What follows belongs to an exercise in optimizing a design on an open flow for a short achievable clock period and few clock cycles; a production flow would make more cautious choices.
The RTL was checked by simulation tests, not by an equivalence proof against the original design.
Power is estimated from default activity; no workload was simulated.

==> design.v <==
`default_nettype none
module vma(
	input	[31:0]	i_v_addr,
	input		i_pg,
	input	[31:0]	i_satp,
	output	[31:0]	o_p_addr
);
assign o_p_addr = i_pg ? {i_satp[19:0], i_v_addr[31:22], 2'd0} : i_v_addr;
endmodule
`default_nettype none
module rv32_ctl(
	input  ack,		 
	input  busy,
	input  b_fetch,
	input  b_kill,
	input  b_last,
	input  f_act,
	input  f_paused,
	input  nb_v,
	input  ir_v,
	input  mem,		 
	input  x_started,
	input  amo,
	input  d_wr,
	input  redirect,
	output stb,
	output cont,		 
	output cont_d,
	output f_cont,
	output f_pause,
	output data_new,	 
	output f_resume,
	output f_new,		 
	output fin_fetch,
	output fin_data,
	output x_mem_done,
	output x_done,
	output ir_free,
	output nb_to_ir,
	output arr_ir,
	output arr_nb
);
wire ackb      = ack & busy;
wire free      = ~busy | ack;
wire ack_f     = ackb & b_fetch & ~b_kill;
assign fin_fetch = ack_f & b_last;
wire cont_f    = ack_f & ~b_last;
wire ack_d     = ackb & ~b_fetch;
assign fin_data  = ack_d & b_last;
assign cont_d    = ack_d & ~b_last;
wire sel_d     = ir_v & mem & (~x_started | (amo & ~d_wr));
wire x_go      = ir_v & ~mem;
assign x_mem_done = fin_data & ~(amo & ~d_wr);
assign x_done  = x_go | x_mem_done;
assign ir_free = ~ir_v | x_done;
assign data_new = free & sel_d & ~cont_d;
assign f_cont  = cont_f & ~data_new & ~redirect;
assign f_pause = cont_f & data_new;
assign cont    = cont_d | f_cont;
wire arr       = fin_fetch & ~redirect;
assign nb_to_ir = nb_v & ir_free;
assign arr_ir  = arr & ir_free & ~nb_v;
assign arr_nb  = fin_fetch & ~(ir_free & ~nb_v);
wire nb_next   = (nb_v & ~ir_free) | arr_nb;
wire f_busy_after = f_act & ~fin_fetch & ~redirect;
assign f_resume = free & f_act & f_paused & ~data_new & ~cont_d & ~redirect;
assign f_new   = free & ~data_new & ~cont_d & ~f_busy_after & ~nb_next;
assign stb     = cont | data_new | f_resume | f_new;
endmodule
module rv32(
	input     		i_rst,
	input	 		i_clk,
	output [31:0]	o_addr,
	output [31:0]	o_dat_w,
	output 	[3:0]   o_we,
	input  [31:0]   i_dat_r,
	output	 		o_stb,
	output [1:0]	o_led,
	input      		i_ack,
	input      		i_mtip,
	input      		i_msip,
	input      		i_meip,
	input			i_seip
);
parameter RESET_ADDR       = 32'h00001000;
reg [1:0] privileged_mode;		 
assign o_led = privileged_mode;
reg        ir_v;
reg [31:0] ir;
reg [31:0] ir_pc;
reg [31:0] op1, op2;		 
reg [31:0] x_dva;		 
reg [31:0] x_tgt;		 
reg        x_taken;		 
reg [31:0] sd_q;		 
reg [3:0]  swm_q;		 
reg        x_started;		 
reg        d_wr;		 
reg        nb_v;
reg [31:0] nb;
reg [31:0] nb_pc;
reg [31:0] nb_op1, nb_op2;
reg        busy;		 
reg        b_fetch;		 
reg        b_kill;		 
reg [1:0]  b_ph;		 
reg        b_wr;
reg [31:0] h_addr;
reg [3:0]  h_we;
reg        f_act;		 
reg        f_paused;		 
reg [1:0]  f_nph;
reg [19:0] pte_sv;
reg [31:0] f_va;
reg [31:0] nf_va;		 
reg [31:0] amo_q;
reg [31:0] r_reg[31:1];
wire [7:0] instr_funct3 = 8'b00000001 << ir[14:12];
wire [31:0] instr_Uimm={    ir[31],   ir[30:12], {12{1'b0}}};
wire [31:0] instr_Iimm={{21{ir[31]}}, ir[30:20]};
wire [4:0] opc = ir[6:2];
wire instr_Load    =  (opc == 5'b00000);
wire instr_ALUimm  =  (opc == 5'b00100);
wire instr_AUIPC   =  (opc == 5'b00101);
wire instr_Store   =  (opc == 5'b01000);
wire instr_ALUreg  =  (opc == 5'b01100);
wire instr_LUI     =  (opc == 5'b01101);
wire instr_Branch  =  (opc == 5'b11000);
wire instr_JALR    =  (opc == 5'b11001);
wire instr_JAL     =  (opc == 5'b11011);
wire instr_SYSTEM  =  (opc == 5'b11100);
wire instr_Amoswap =  (opc == 5'b01011);
wire instr_Mem     =  instr_Load | instr_Store | instr_Amoswap;
wire [4:0] instr_rd  = ir[11:7];
wire [4:0] instr_rs2 = ir[24:20];
wire instr_ALU = instr_ALUimm | instr_ALUreg;
wire [31:0] alu_In1 = op1;
wire [31:0] alu_In2 = instr_ALUreg ? op2 : instr_Iimm;
wire [31:0] alu_Plus  = alu_In1 + alu_In2;
wire [31:0] alu_Minus = alu_In1 - alu_In2;
wire alu_ltu = alu_In1 < alu_In2;
wire alu_lt  = (alu_In1[31] ^ alu_In2[31]) ? alu_In1[31] : alu_ltu;
wire alu_rightShiftIn = ir[30] & alu_In1[31];
wire [63:0] alu_rightShiftW = {{32{alu_rightShiftIn}}, alu_In1} >> alu_In2[4:0];
wire [31:0] alu_rightShift = alu_rightShiftW[31:0];
wire [31:0] alu_leftShift  = alu_In1 << alu_In2[4:0];
wire [31:0] alu_Out =
     (instr_funct3[0]  ? ir[30] & ir[5] ? alu_Minus : alu_Plus : 32'b0) |
     (instr_funct3[1]  ? alu_leftShift                         : 32'b0) |
     (instr_funct3[2]  ? {31'b0, alu_lt}                       : 32'b0) |
     (instr_funct3[3]  ? {31'b0, alu_ltu}                      : 32'b0) |
     (instr_funct3[4]  ? alu_In1 ^ alu_In2                     : 32'b0) |
     (instr_funct3[5]  ? alu_rightShift                        : 32'b0) |
     (instr_funct3[6]  ? alu_In1 | alu_In2                     : 32'b0) |
     (instr_funct3[7]  ? alu_In1 & alu_In2                     : 32'b0) ;
wire redirect = ir_v & ~instr_Mem & x_taken;	 
wire x_go     = ir_v & ~instr_Mem;		 
wire cA_stb, cA_cont, cA_cont_d, cA_f_cont, cA_f_pause, cA_data_new, cA_f_resume, cA_f_new,
     cA_fin_fetch, cA_fin_data, cA_x_mem_done, cA_x_done, cA_ir_free, cA_nb_to_ir, cA_arr_ir, cA_arr_nb;
wire cI_stb, cI_cont, cI_cont_d, cI_f_cont, cI_f_pause, cI_data_new, cI_f_resume, cI_f_new,
     cI_fin_fetch, cI_fin_data, cI_x_mem_done, cI_x_done, cI_ir_free, cI_nb_to_ir, cI_arr_ir, cI_arr_nb;
wire b_last = (b_ph == 2'd3);
rv32_ctl CTL_A(.ack(1'b1), .busy(1'b1), .b_fetch(b_fetch), .b_kill(b_kill), .b_last(b_last),
	.f_act(f_act), .f_paused(f_paused), .nb_v(nb_v), .ir_v(ir_v), .mem(instr_Mem), .x_started(x_started),
	.amo(instr_Amoswap), .d_wr(d_wr), .redirect(redirect),
	.stb(cA_stb), .cont(cA_cont), .cont_d(cA_cont_d), .f_cont(cA_f_cont), .f_pause(cA_f_pause),
	.data_new(cA_data_new), .f_resume(cA_f_resume), .f_new(cA_f_new), .fin_fetch(cA_fin_fetch),
	.fin_data(cA_fin_data), .x_mem_done(cA_x_mem_done), .x_done(cA_x_done), .ir_free(cA_ir_free),
	.nb_to_ir(cA_nb_to_ir), .arr_ir(cA_arr_ir), .arr_nb(cA_arr_nb));
rv32_ctl CTL_I(.ack(1'b0), .busy(1'b0), .b_fetch(b_fetch), .b_kill(b_kill), .b_last(b_last),
	.f_act(f_act), .f_paused(f_paused), .nb_v(nb_v), .ir_v(ir_v), .mem(instr_Mem), .x_started(x_started),
	.amo(instr_Amoswap), .d_wr(d_wr), .redirect(redirect),
	.stb(cI_stb), .cont(cI_cont), .cont_d(cI_cont_d), .f_cont(cI_f_cont), .f_pause(cI_f_pause),
	.data_new(cI_data_new), .f_resume(cI_f_resume), .f_new(cI_f_new), .fin_fetch(cI_fin_fetch),
	.fin_data(cI_fin_data), .x_mem_done(cI_x_mem_done), .x_done(cI_x_done), .ir_free(cI_ir_free),
	.nb_to_ir(cI_nb_to_ir), .arr_ir(cI_arr_ir), .arr_nb(cI_arr_nb));
wire ackc = busy & i_ack;		 
wire idle = ~busy;
wire c_stb        = ackc ? cA_stb        : idle & cI_stb;
wire c_cont       = ackc & cA_cont;
wire c_cont_d     = ackc & cA_cont_d;
wire c_f_cont     = ackc & cA_f_cont;
wire c_f_pause    = ackc & cA_f_pause;
wire c_data_new   = ackc ? cA_data_new   : idle & cI_data_new;
wire c_f_resume   = ackc ? cA_f_resume   : idle & cI_f_resume;
wire c_f_new      = ackc ? cA_f_new      : idle & cI_f_new;
wire fin_fetch    = ackc & cA_fin_fetch;
wire fin_data     = ackc & cA_fin_data;
wire x_mem_done   = ackc & cA_x_mem_done;
wire x_done       = ackc ? cA_x_done     : x_go;
wire ir_free      = ackc ? cA_ir_free    : (~ir_v | x_go);
wire nb_to_ir     = nb_v & ir_free;
wire arr_ir       = ackc & cA_arr_ir;
wire arr_nb       = ackc & cA_arr_nb;
wire amo_rd_done  = fin_data & instr_Amoswap & ~d_wr;
wire x_mem_start  = c_data_new & ~x_started;
wire load_store_byteAccess     = ir[13:12] == 2'b00;
wire load_store_halfwordAccess = ir[13:12] == 2'b01;
wire [15:0] load_halfword = x_dva[1] ? i_dat_r[31:16] : i_dat_r[15:0];
wire  [7:0] load_byte     = x_dva[0] ? load_halfword[15:8] : load_halfword[7:0];
wire load_sign = !ir[14] & (load_store_byteAccess ? load_byte[7] : load_halfword[15]);
wire [31:0] load_data     = load_store_byteAccess ? {{24{load_sign}},     load_byte} :
                            load_store_halfwordAccess ? {{16{load_sign}}, load_halfword} :  i_dat_r;
wire [31:0] pc_plus4 = ir_pc + 4;
wire [11:0] instr_csr = ir[31:20];
wire instr_ECALL = instr_SYSTEM & instr_funct3[0] & (ir[31:20]==12'h000) & x_go;
wire instr_MRET  = instr_SYSTEM & instr_funct3[0] & (ir[31:20]==12'h302) & x_go;
wire instr_SRET  = instr_SYSTEM & instr_funct3[0] & (ir[31:20]==12'h102) & x_go;
wire instr_CSRW  = instr_SYSTEM & (ir[14:12] != 0) & x_go;
wire exception_csr = instr_CSRW & |(instr_csr[9:8] & ~privileged_mode);
wire csr_write = instr_CSRW & ~exception_csr;
wire [31:0] CSR_read;
wire [31:0] CSR_modifier = ir[14] ? {27'd0, ir[19:15]} : op1;
wire [31:0] CSR_write = (ir[13:12] == 2'b10) ? CSR_modifier | CSR_read  :
                        (ir[13:12] == 2'b11) ? ~CSR_modifier & CSR_read :
                                               CSR_modifier ;
wire instr_Jump = x_taken;
wire [31:0] csr_stvec, csr_mepc, csr_sepc, csr_mtvec;
wire [31:0] PC_new   =   instr_ECALL ? csr_stvec :
						 instr_JALR ? {x_dva[31:1],1'b0} :
                         instr_Jump ? x_tgt :
                         instr_MRET ? csr_mepc :
                         instr_SRET ? csr_sepc :
                         pc_plus4;
wire [31:0] writeBackData  =
      (instr_SYSTEM                ? CSR_read    : 32'b0) |
      (instr_LUI                   ? instr_Uimm  : 32'b0) |
      (instr_ALU                   ? alu_Out     : 32'b0) |
      (instr_AUIPC                 ? x_tgt       : 32'b0) |
      (instr_JALR | instr_JAL      ? pc_plus4    : 32'b0) ;
wire wb_x   = x_go & ~instr_Branch & (instr_rd != 5'd0);
wire wb_ld  = fin_data & (instr_Load | instr_Amoswap & ~d_wr) & (instr_rd != 5'd0);
wire wb_amo = x_mem_done & instr_Amoswap & (instr_rs2 != 5'd0);
wire       w_en  = wb_x | wb_ld | wb_amo;
wire [4:0] w_idx = wb_amo ? instr_rs2 : instr_rd;
wire [31:0] w_dat = wb_x ? writeBackData : wb_ld ? load_data : amo_q;
always @(posedge i_clk)
	if (w_en) r_reg[w_idx] <= w_dat;
always @(posedge i_clk)
	if (amo_rd_done) amo_q <= load_data;
wire sel_satp = (instr_csr == 12'h180);
wire [31:0] csr_mip, csr_mie, csr_mideleg, csr_sip, csr_sie, csr_satp;
reg r_mie, r_sie;
wire interrupt_m = x_done & (|(csr_mip & csr_mie & ~csr_mideleg)) & (~privileged_mode[1] | (privileged_mode[1]&r_mie));
wire interrupt_s = x_done & (|(csr_sip & csr_sie )) & (~privileged_mode[0] | (~privileged_mode[1]&privileged_mode[0]&r_sie));
wire cur_pg = csr_satp[31] & ~privileged_mode[1];
wire x_hit = (x_dva[11:2] == pc_plus4[11:2]) | cur_pg & ((x_dva[11:2] == pc_plus4[21:12]) | (x_dva[11:2] == pc_plus4[31:22]));
wire lr_now = interrupt_m | interrupt_s |
              instr_ECALL | instr_MRET | instr_SRET | (x_go & instr_JALR) | (csr_write & sel_satp) |
              (x_mem_done & d_wr & x_hit);
wire [31:0] lr_target = interrupt_m ? csr_mtvec : interrupt_s ? csr_stvec : PC_new;
wire sel_d   = ir_v & instr_Mem & (~x_started | (instr_Amoswap & ~d_wr));
wire sel_res = ~sel_d & f_act & f_paused;
wire [31:0] nc_va = sel_d ? x_dva : redirect ? x_tgt : nf_va;
wire [31:0] a_nc;
vma VMA(.i_v_addr(nc_va), .i_pg(cur_pg), .i_satp(csr_satp), .o_p_addr(a_nc));
wire [31:0] a_res   = {pte_sv, (f_nph == 2'd2) ? {f_va[21:12], 2'b00} : f_va[11:0]};
wire [31:0] nc_addr = sel_res ? a_res : a_nc;
wire d_wr_now = instr_Store | (instr_Amoswap & x_started);
wire [3:0] nc_we = (sel_d & d_wr_now & ~cur_pg) ? swm_q : 4'd0;
wire [1:0] nc_ph = sel_res ? f_nph : cur_pg ? 2'd1 : 2'd3;
wire [31:0] cont_va = b_fetch ? f_va : x_dva;
wire [11:0] cont_lo = (b_ph == 2'd1) ? {cont_va[21:12], 2'b00} : cont_va[11:0];
wire [3:0]  cont_we = (b_ph == 2'd2 & b_wr) ? swm_q : 4'd0;
wire s_cont = ackc & cA_cont;
wire s_nc   = ackc ? (~cA_cont & cA_stb) : idle;
assign o_stb   = c_stb;
assign o_addr  = s_cont ? {i_dat_r[29:10], cont_lo} : s_nc ? nc_addr : h_addr;
assign o_we    = s_cont ? cont_we : s_nc ? nc_we : h_we;
assign o_dat_w = sd_q;
always @(posedge i_clk)
	if (i_rst) begin
		busy <= 0;
		b_kill <= 0;
	end else if (c_stb) begin
		busy    <= 1;
		b_fetch <= ~(c_cont_d | c_data_new);
		b_ph    <= c_cont ? b_ph + 2'd1 : nc_ph;
		b_wr    <= c_cont ? b_wr : (c_data_new & d_wr_now);
		b_kill  <= ~(c_cont_d | c_data_new) & lr_now;
		h_addr  <= o_addr;
		h_we    <= o_we;
	end else begin
		if (ackc) busy <= 0;
		b_kill <= b_kill | lr_now | redirect;
	end
always @(posedge i_clk)
	if (i_rst) begin
		f_act <= 0;
		f_paused <= 0;
		nf_va <= RESET_ADDR;
	end else if (lr_now) begin
		f_act <= 0;
		f_paused <= 0;
		nf_va <= lr_target;
	end else if (c_f_new) begin
		f_act <= 1;
		f_paused <= 0;
		f_va <= redirect ? x_tgt : nf_va;
		nf_va <= (redirect ? x_tgt : nf_va) + 4;
	end else if (redirect) begin
		f_act <= 0;
		f_paused <= 0;
		nf_va <= x_tgt;
	end else if (fin_fetch) begin
		f_act <= 0;
	end else if (c_f_pause) begin
		f_paused <= 1;
		f_nph <= b_ph + 2'd1;
		pte_sv <= i_dat_r[29:10];
	end else if (c_f_resume) begin
		f_paused <= 0;
	end
wire [4:0] rs1_in = i_dat_r[19:15];
wire [4:0] rs2_in = i_dat_r[24:20];
wire [31:0] rf1 = r_reg[rs1_in];
wire [31:0] rf2 = r_reg[rs2_in];
wire [31:0] rd1 = (rs1_in == 5'd0) ? 32'd0 : (wb_x & (instr_rd == rs1_in)) ? writeBackData : rf1;
wire [31:0] rd2 = (rs2_in == 5'd0) ? 32'd0 : (wb_x & (instr_rd == rs2_in)) ? writeBackData : rf2;
wire [31:0] nb_op1_s = (w_en & (w_idx == nb[19:15])) ? w_dat : nb_op1;
wire [31:0] nb_op2_s = (w_en & (w_idx == nb[24:20])) ? w_dat : nb_op2;
wire [31:0] inw = nb_v ? nb : i_dat_r;
wire [31:0] inpc = nb_v ? nb_pc : f_va;
wire [31:0] in1 = nb_v ? nb_op1_s : rd1;
wire [31:0] in2 = nb_v ? nb_op2_s : rd2;
wire [31:0] inw_I = {{21{inw[31]}}, inw[30:20]};
wire [31:0] inw_S = {{21{inw[31]}}, inw[30:25], inw[11:7]};
wire [31:0] inw_B = {{20{inw[31]}}, inw[7], inw[30:25], inw[11:8], 1'b0};
wire [31:0] inw_J = {{12{inw[31]}}, inw[19:12], inw[20], inw[30:21], 1'b0};
wire [31:0] inw_U = {inw[31:12], 12'd0};
wire inw_store = (inw[6:2] == 5'b01000);
wire inw_amo   = (inw[6:2] == 5'b01011);
wire [31:0] inw_immA = inw_store ? inw_S : inw_amo ? 32'd0 : inw_I;
wire [31:0] inw_immT = inw[3] ? inw_J : inw[4] ? inw_U : inw_B;
wire [31:0] in_dva = in1 + inw_immA;
wire [31:0] in_tgt = inpc + inw_immT;
wire [7:0]  in_f3 = 8'b00000001 << inw[14:12];
wire in_eq  = in1 == in2;
wire in_ltu = in1 < in2;
wire in_lt  = (in1[31] ^ in2[31]) ? in1[31] : in_ltu;
wire in_pred =
        in_f3[0] &  in_eq  |
        in_f3[1] & !in_eq  |
        in_f3[4] &  in_lt  |
        in_f3[5] & !in_lt  |
        in_f3[6] &  in_ltu |
        in_f3[7] & !in_ltu ;
wire in_taken = (inw[6:2] == 5'b11011) | ((inw[6:2] == 5'b11000) & in_pred);
wire in_byte = inw[13:12] == 2'b00;
wire in_half = inw[13:12] == 2'b01;
wire [31:0] in_sdat;
assign in_sdat[ 7: 0] = in2[7:0];
assign in_sdat[15: 8] = in_dva[0] ? in2[7:0]  : in2[15: 8];
assign in_sdat[23:16] = in_dva[1] ? in2[7:0]  : in2[23:16];
assign in_sdat[31:24] = in_dva[0] ? in2[7:0]  :
                        in_dva[1] ? in2[15:8] : in2[31:24];
wire [3:0] in_wmask = in_byte ?
							(in_dva[1] ? (in_dva[0] ? 4'b1000 : 4'b0100) :
							             (in_dva[0] ? 4'b0010 : 4'b0001)) :
						in_half ?
							(in_dva[1] ? 4'b1100 : 4'b0011) :
							4'b1111;
wire ir_load = nb_to_ir | arr_ir;
always @(posedge i_clk)
	if (i_rst | lr_now) begin
		ir_v <= 0;
		nb_v <= 0;
		x_started <= 0;
	end else begin
		if (c_data_new) x_started <= 1;
		if (ir_free) begin
			x_started <= 0;
			ir_v <= ir_load;
		end
		if (ir_load) begin
			ir    <= inw;
			ir_pc <= inpc;
			op1   <= in1;
			op2   <= in2;
			x_dva <= in_dva;
			x_tgt <= in_tgt;
			x_taken <= in_taken;
			sd_q  <= in_sdat;
			swm_q <= in_wmask;
			d_wr  <= inw_store;
		end else if (c_data_new & instr_Amoswap & x_started)
			d_wr  <= 1;
		if (nb_to_ir) nb_v <= 0;
		if (arr_nb) begin
			nb_v   <= 1;
			nb     <= i_dat_r;
			nb_pc  <= f_va;
			nb_op1 <= rd1;
			nb_op2 <= rd2;
		end else if (nb_v) begin
			nb_op1 <= nb_op1_s;
			nb_op2 <= nb_op2_s;
		end
	end
always @(posedge i_clk)
	if (i_rst) privileged_mode <=2'b11;
	else if (interrupt_m) privileged_mode <= 2'b11;
	else if (interrupt_s) privileged_mode <= 2'b01;
	else if (instr_ECALL) privileged_mode <= 2'b01;
	else if (instr_MRET) privileged_mode <= r_mpp;
	else if (instr_SRET & ~privileged_mode[1]) privileged_mode <= {1'b0,r_spp};
always @(posedge i_clk)
	if (i_rst) r_sie <= 0;
	else if (interrupt_m) r_sie <= r_sie;
	else if (interrupt_s) r_sie <= 0;
	else if (csr_write & sel_mstatus) r_sie <= CSR_write[1];
	else if (csr_write & sel_sstatus) r_sie <= CSR_write[1];
always @(posedge i_clk)
	if (i_rst) r_mie <= 0;
	else if (interrupt_m) r_mie <= 0;
	else if (interrupt_s) r_mie <= r_mie;
	else if (csr_write & sel_mstatus) r_mie <= CSR_write[3];
reg r_spie;
always @(posedge i_clk)
	if (i_rst) r_spie <= 0;
	else if (interrupt_m) r_spie <= r_spie;
	else if (interrupt_s) r_spie <= r_sie;
reg r_mpie;
always @(posedge i_clk)
	if (i_rst) r_mpie <= 0;
	else if (interrupt_m) r_mpie <= r_mie;
	else if (interrupt_s) r_mpie <= r_mpie;
	else if (csr_write & sel_mstatus) r_mpie <= CSR_write[7];
reg r_spp;
always @(posedge i_clk)
	if (i_rst) r_spp <= 0;
	else if (interrupt_m) r_spp <= r_spp;
	else if (interrupt_s) r_spp <= privileged_mode[0];
	else if (csr_write & sel_mstatus) r_spp <= CSR_write[8];
	else if (csr_write & sel_sstatus) r_spp <= CSR_write[8];
reg [1:0] r_mpp;
always @(posedge i_clk)
	if (i_rst) r_mpp <= 0;
	else if (interrupt_m) r_mpp <= privileged_mode;
	else if (interrupt_s) r_mpp <= r_mpp;
	else if (instr_MRET) r_mpp <= 0;
	else if (csr_write & sel_mstatus) r_mpp <= CSR_write[12:11];
wire sel_mstatus = (instr_csr == 12'h300);
wire [31:0] csr_mstatus={19'd0,r_mpp,2'b00,r_spp,r_mpie,1'b0,r_spie,1'b0,r_mie,1'b0,r_sie,1'b0};
wire [31:0] csr_sstatus={19'd0,2'b00,2'b00,r_spp,1'b0,1'b0,r_spie,1'b0,1'b0,1'b0,r_sie,1'b0};
wire sel_sstatus = (instr_csr == 12'h100);
reg  [31:0] r_medeleg;
wire sel_medeleg = (instr_csr == 12'h302);
always @(posedge i_clk)
	if (i_rst) r_medeleg <= 0;
	else if (csr_write & sel_medeleg) r_medeleg <= CSR_write[31:0];
reg  [31:0] r_mideleg;
wire sel_mideleg = (instr_csr == 12'h303);
always @(posedge i_clk)
	if (i_rst) r_mideleg <= 0;
	else if (csr_write & sel_mideleg) r_mideleg <= CSR_write[31:0] & 32'b00000000000000000000_0010_0010_0010;
assign csr_mideleg = r_mideleg;
reg [31:0] r_mie_csr;
wire sel_mie = (instr_csr == 12'h304);
wire sel_sie = (instr_csr == 12'h104);
always @(posedge i_clk)
	if (i_rst) r_mie_csr <= 0;
	else if (csr_write & sel_mie) r_mie_csr <= CSR_write;
	else if (csr_write & sel_sie) r_mie_csr <= (r_mie_csr & ~csr_mideleg) | (CSR_write & csr_mideleg);
assign csr_mie = r_mie_csr;
assign csr_sie = csr_mie & csr_mideleg;
reg r_ssip;
reg r_stip;
reg r_seip;
wire sel_mip = (instr_csr == 12'h344);
wire sel_sip = (instr_csr == 12'h144);
assign csr_mip = {20'd0,i_meip,1'b0,r_seip|i_seip,1'b0,i_mtip,1'b0,r_stip,1'b0,i_msip,1'b0,r_ssip,1'b0};
always @(posedge i_clk)
	if (i_rst) r_ssip <= 0;
	else if (csr_write & sel_mip) r_ssip <= CSR_write[1];
	else if (csr_write & sel_sip & csr_mideleg[1]) r_ssip <= CSR_write[1];
always @(posedge i_clk)
	if (i_rst) r_stip <= 0;
	else if (csr_write & sel_mip) r_stip <= CSR_write[5];
always @(posedge i_clk)
	if (i_rst) r_seip <= 0;
	else if (csr_write & sel_mip) r_seip <= CSR_write[9];
assign csr_sip = csr_mip & csr_mideleg;
reg  [31:0] r_mtvec;
wire sel_mtvec   = (instr_csr == 12'h305);
always @(posedge i_clk)
	if (i_rst) r_mtvec <= 0;
	else if (csr_write & sel_mtvec) r_mtvec <= CSR_write[31:0];
assign csr_mtvec = r_mtvec;
reg  [31:0] r_stvec;
wire sel_stvec   = (instr_csr == 12'h105);
always @(posedge i_clk)
	if (i_rst) r_stvec <= 0;
	else if (csr_write & sel_stvec) r_stvec <= CSR_write[31:0];
assign csr_stvec = r_stvec;
reg  [31:0] csr_mscratch;
wire sel_mscratch= (instr_csr == 12'h340);
always @(posedge i_clk)
	if (i_rst) csr_mscratch <= 0;
	else if (csr_write & sel_mscratch) csr_mscratch <= CSR_write[31:0];
reg  [31:0] csr_sscratch;
wire sel_sscratch= (instr_csr == 12'h140);
always @(posedge i_clk)
	if (i_rst) csr_sscratch <= 0;
	else if (csr_write & sel_sscratch) csr_sscratch <= CSR_write[31:0];
reg  [31:0] r_mepc;
wire sel_mepc    = (instr_csr == 12'h341);
always @(posedge i_clk)
	if (i_rst) r_mepc <= 0;
	else if (interrupt_m) r_mepc <= PC_new;
	else if (interrupt_s) r_mepc <= r_mepc;
	else if (csr_write & sel_mepc) r_mepc <= CSR_write[31:0];
assign csr_mepc = r_mepc;
reg  [31:0] r_sepc;
wire sel_sepc    = (instr_csr == 12'h141);
always @(posedge i_clk)
	if (i_rst) r_sepc <= 0;
	else if (interrupt_m) r_sepc <= r_sepc;
	else if (interrupt_s) r_sepc <= PC_new;
	else if (instr_ECALL) r_sepc <= ir_pc;
	else if (csr_write & sel_sepc) r_sepc <= CSR_write[31:0];
assign csr_sepc = r_sepc;
reg  [31:0] csr_mcause;
wire sel_mcause  = (instr_csr == 12'h342);
always @(posedge i_clk)
	if (i_rst) csr_mcause <= 0;
	else if (interrupt_m) csr_mcause <= csr_mip[7]? {1'b1,31'd7}: csr_mip[11]? {1'b1,31'd11}:csr_mip[9]?{1'b1,31'd9}:32'd42;
reg  [31:0] csr_scause;
wire sel_scause  = (instr_csr == 12'h142);
always @(posedge i_clk)
	if (i_rst) csr_scause <= 0;
	else if (interrupt_m) csr_scause <= csr_scause;
	else if (interrupt_s) csr_scause <= csr_mip[1]? {1'b1,31'd1}: csr_mip[9]?{1'b1,31'd9}:32'd41;
	else if (instr_ECALL) csr_scause <= 32'd8;
reg  [31:0] csr_mtval;
wire sel_mtval   = (instr_csr == 12'h343);
always @(posedge i_clk)
	if (i_rst) csr_mtval <= 0;
	else if (csr_write & sel_mtval) csr_mtval <= CSR_write[31:0];
reg  [31:0] csr_stval;
wire sel_stval   = (instr_csr == 12'h143);
always @(posedge i_clk)
	if (i_rst) csr_stval <= 0;
	else if (csr_write & sel_stval) csr_stval <= CSR_write[31:0];
reg  [31:0] r_satp;
always @(posedge i_clk)
	if (i_rst) r_satp <= 0;
	else if (csr_write & sel_satp) r_satp <= CSR_write[31:0];
assign csr_satp = r_satp;
reg  [63:0] csr_cycles;
wire sel_cycles  = (instr_csr == 12'hC00);
wire sel_cyclesh = (instr_csr == 12'hC80);
always @(posedge i_clk)
	if(i_rst) csr_cycles <= 0;
	else csr_cycles <= csr_cycles + 1;
assign CSR_read =
     (sel_sstatus ? csr_sstatus         : 32'b0) |
     (sel_sie     ? csr_sie             : 32'b0) |
     (sel_stvec   ? csr_stvec           : 32'b0) |
     (sel_sscratch? csr_sscratch        : 32'b0) |
     (sel_sepc    ? csr_sepc            : 32'b0) |
     (sel_scause  ? csr_scause          : 32'b0) |
     (sel_stval   ? csr_stval           : 32'b0) |
     (sel_sip     ? csr_sip             : 32'b0) |
     (sel_satp    ? csr_satp            : 32'b0) |
     (sel_mstatus ? csr_mstatus         : 32'b0) |
     (sel_medeleg ? r_medeleg           : 32'b0) |
     (sel_mideleg ? csr_mideleg         : 32'b0) |
     (sel_mie     ? csr_mie             : 32'b0) |
     (sel_mtvec   ? csr_mtvec           : 32'b0) |
     (sel_mscratch? csr_mscratch        : 32'b0) |
     (sel_mepc    ? csr_mepc            : 32'b0) |
     (sel_mcause  ? csr_mcause          : 32'b0) |
     (sel_mtval   ? csr_mtval           : 32'b0) |
     (sel_mip     ? csr_mip             : 32'b0) |
     (sel_cycles  ? csr_cycles[31:0]    : 32'b0) |
     (sel_cyclesh ? csr_cycles[63:32]   : 32'b0) ;
endmodule
==> run.sh <==
#!/bin/bash
# synth_recipe.tcl (not shown) runs the flow's synth.tcl, then flattens the netlist and writes it again
# the make line also repeats each setting of config.mk as NAME=value (left out here)
make -C /OpenROAD-flow-scripts/flow DESIGN_CONFIG=/design/flow/config.mk WORK_HOME=/design/flow/orfs CLKGATE_MAP_FILE= SYNTH_SCRIPT=/design/flow/synth_recipe.tcl finish
==> config.mk <==
export PLATFORM = sky130hd
export DESIGN_NAME = rv32
export DESIGN_NICKNAME = rv32
export VERILOG_FILES = /design/flow/design.v
export SDC_FILE = /design/flow/constraint.sdc
export NUM_CORES = 4
export LEC_CHECK = 0
export CAP_MARGIN = 20
export CORE_MARGIN = 2
export CORE_UTILIZATION = 40
export SETUP_SLACK_MARGIN = 5
export SLEW_MARGIN = 20
export TNS_END_PERCENT = 100
==> constraint.sdc <==
create_clock -name core_clock -period 11.0 [get_ports {i_clk}]
set_input_delay 2.2000 -clock core_clock [delete_from_list [all_inputs] [get_ports {i_clk}]]
set_output_delay 2.2000 -clock core_clock [all_outputs]
set_load 0.01 [all_outputs]
==> metrics.cfg <==
[status]
outcome=timing/DRC/antenna clean

[sta]
setup-tns-final_ns=0
finalMaxSlewViolations=0
setup_viol=0
finClkSkew_ns=0.117
finalHoldViolCount=0
finalCritPeriodShare_pct=68.4
fin_hold_ws_ns=0.441
rsz0062_at_grt=yes
period_needed_ns=7.53
tightest_slew_ns=1.40
maxSlewHeadroom_pct=6.41
max_freq_mhz=133

[clock_network]
clkTransAtPathRegs_ns=0.06
clock_sinks=1942
cts_buffers=215
cts-root-buf=clkbuf_16
clock_latency_ns=0.98
cts.path.max_buffers=4
postCtsHoldBufs=0
htreeDepth=4
cts_tree=done

[critical_path]
worst-setup-path-type=register to register
crit_path_start=ir[26]
rrSetupSlack_ns=3.47
end_kind=register
rr_startpoint=ir[26]
reg2regPathDepth=27
endpoint=x_dva[31]
slowest_stage=a21oi_1
path_max_fanout=12
required_ns=11.70
r2r_end=x_dva[31]
crit_path_start_kind=register
cpMostUsedCell=buf_4
critPathArrivalTime_ns=8.22
slowest_delay_ns=0.85

[synth]
seq_area_frac_synth_pct=48.9
syn_nets=10100
postSynthCellCount=9914
synth.avg_cell_area_um2=11.0
synth_edf_count=1463
synth_cell_types=113
yosysTopAreaCell=edfxtp_1
yosys.area.top_type_share_pct=40.2
synthFlopType=edfxtp_1
ys_warn_count=1
synthTopCellsByArea=edfxtp_1 40%, mux4_2 9.9%, dfxtp_1 8.8%
syn_area_um2=109000
ys_seq_elements=1942
async_flop_share_pct=0

[grt]
grt_max_degree=130
track_usage_pct=35.8
antenna_found_initial=32
grt_pass1_vias=89100
grt.overflow.total=0
grt_pass1_wl_um=707000

[cells_and_area]
nets=10600
syn_to_final_growth_pct=20.6
layout_common_cells=1463 x edfxtp_1, 1075 x nor2_1, 703 x buf_4
largest_reg_flops=992
drive_gt1_share_pct=24.8
final_common_cell=edfxtp_1

[power]
p_leak_nw=45.4
vdd_drop_max_mv=0.191
p_per_area_nw_per_um2=138

[place]
portBuffers=109
gp_congestion=1.02
hpwl_um=345000

[drt]
num_vias=96100
detail_route.vias_per_cell=6.81
drt_first_pass_iters=9
final_antenna_net_count=0
drc=0
wl_per_cell_um=36.9
drt_iter0_drc=15000
wl_um=520000

[floorplan]
start_util_pct=40.1
die_area_um2=278000
die_h_um=527
die_w_um=527
pin_count=110
rows=192
core_um2=273000

[job]
drv_cap=0

[hold_path]
min_path_type=register to register

[routing by layer]
metal  vias up  share of wire [%]  GRT usage (%)
met5         -              0.031              0
met4        24                8.6           24.5
met3      1763                 12           9.28
met2      7082                 43           53.6
met1     47900                 36           45.3
li1      39300                  -              -
[report_power, final]
| part | internal [mW] | switching [mW] | leakage [nW] |
|---|---|---|---|
| Sequential | 7.99 | 0.0874 | 17.1 |
| Combinational | 1.06 | 1.73 | 24.8 |
| Clock | 4.20 | 3.20 | 3.46 |
| Total | 13.2 | 5.02 | 45.4 |
[worst max-delay path: cells and delay by family (launching register included)]
family | cells | cell delay [ns]
xor+xnor | 1 | 0.32
compound gates | 15 | 3.89
fa+ha+maj | 1 | 0.32
simple gates | 4 | 0.52
flops | 1 | 0.61
mux | 2 | 0.63
buf+inv | 4 | 0.95
[synthesized netlist by cell type, types with 62 or more instances]
library cell / number
a211oi_1: 586
a21o_1: 89
a21oi_1: 525
a221oi_1: 127
a22oi_1: 170
a31oi_1: 82
and3_1: 67
buf_1: 107
buf_2: 90
clkbuf_1: 608
dfxtp_1: 479
edfxtp_1: 1463
ha_1: 191
inv_1: 221
mux2_2: 89
mux2i_1: 406
mux4_2: 479
nand2_1: 675
nand2b_1: 72
nand3_1: 182
nand4_1: 62
nor2_1: 1135
nor3_1: 216
o211ai_1: 126
o21ai_0: 519
o22ai_1: 81
xnor2_1: 119
xor2_1: 105
[layout make-up]
class | count | area, µm²
Antenna cell | 14 | 35.0
Clock buffer | 271 | 5740
Clock inverter | 120 | 1330
Fill cell | 24200 | 141000
Inverter | 229 | 902
Multi-Input combinational cell | 6942 | 56800
Sequential cell | 1942 | 53500
Tap cell | 3589 | 4490
Timing Repair Buffer | 994 | 9160
[worst min path at each step]
stage | from | endpoint | slack (ns) | depth (start not counted)
floorplan | f_va[22] | nb_pc[22] | 0.42 | 0
global placement | f_va[27] | nb_pc[27] | 0.43 | 0
detailed placement | f_va[28] | nb_pc[28] | 0.43 | 0
CTS | f_va[29] | nb_pc[29] | 0.45 | 0
global route | f_va[31] | nb_pc[31] | 0.45 | 0
finish | f_va[31] | nb_pc[31] | 0.44 | 0
[cell families (layout without fill, tap and decap cells)]
group / after synthesis / in the layout / share of synthesized area (%)
compound gates: 2826 / 2837 / 17.6
xor+xnor: 225 / 225 / 1.81
fa+ha+maj: 194 / 194 / 2.24
buf+inv: 1054 / 1614 / 3.79
flops: 1942 / 1942 / 48.9
mux: 974 / 975 / 14.5
other cells: 0 / 14 / 0
simple gates: 2699 / 2711 / 11.1
[metrics by stage]
step	cell area, µm²	worst slack (ns)	util (%)	power (mW)	std cells
after detailed placement	116000	1.25	42.5	10.5	13200
after CTS	129000	3.55	47.2	18.0	13900
after floorplan	110000	3.42	-	9.55	9914
after global placement	116000	1.37	42.5	10.5	13200
after global routing	132000	3.45	48.4	18.7	14100
final	132000	3.47	48.4	18.3	14100
[what timing repair did]
item,4_1_cts,5_1_grt
pin swaps,176,171
setup buffers,308,154
gates cloned,27,14
hold endpoints to repair,0,0
setup endpoints to repair,959,456
resized for setup,765,351
Testbench counts, summed over its fixed seeds: cycles 119,695.

==> port drivers added, routing unchanged <==
The flow's constraints put no driver on any port. The routed layout listed below was extracted and timed again, unchanged, in two steps.
Step 1: set_driving_cell puts a clkbuf_16 on i_clk and a buf_2 on each other input, an assumption about the parent block.
Step 2 times the ports against the registers' clock, not the clock port: input delays grow and output delays shrink by t, the midpoint of the rising clock arrivals with the driver on.
Three values: no drivers, after step 1, after step 2; two values: the first two.
t (ns): 1.031
slack for setup (ns): 3.474 / 3.474 / 2.622
clock arrival spread, ns: 0.118 / 0.118
After both steps this run still meets setup and hold. For this run, drivers alone change the setup slack by 0.000 ns; drivers and shift together by -0.852 ns.
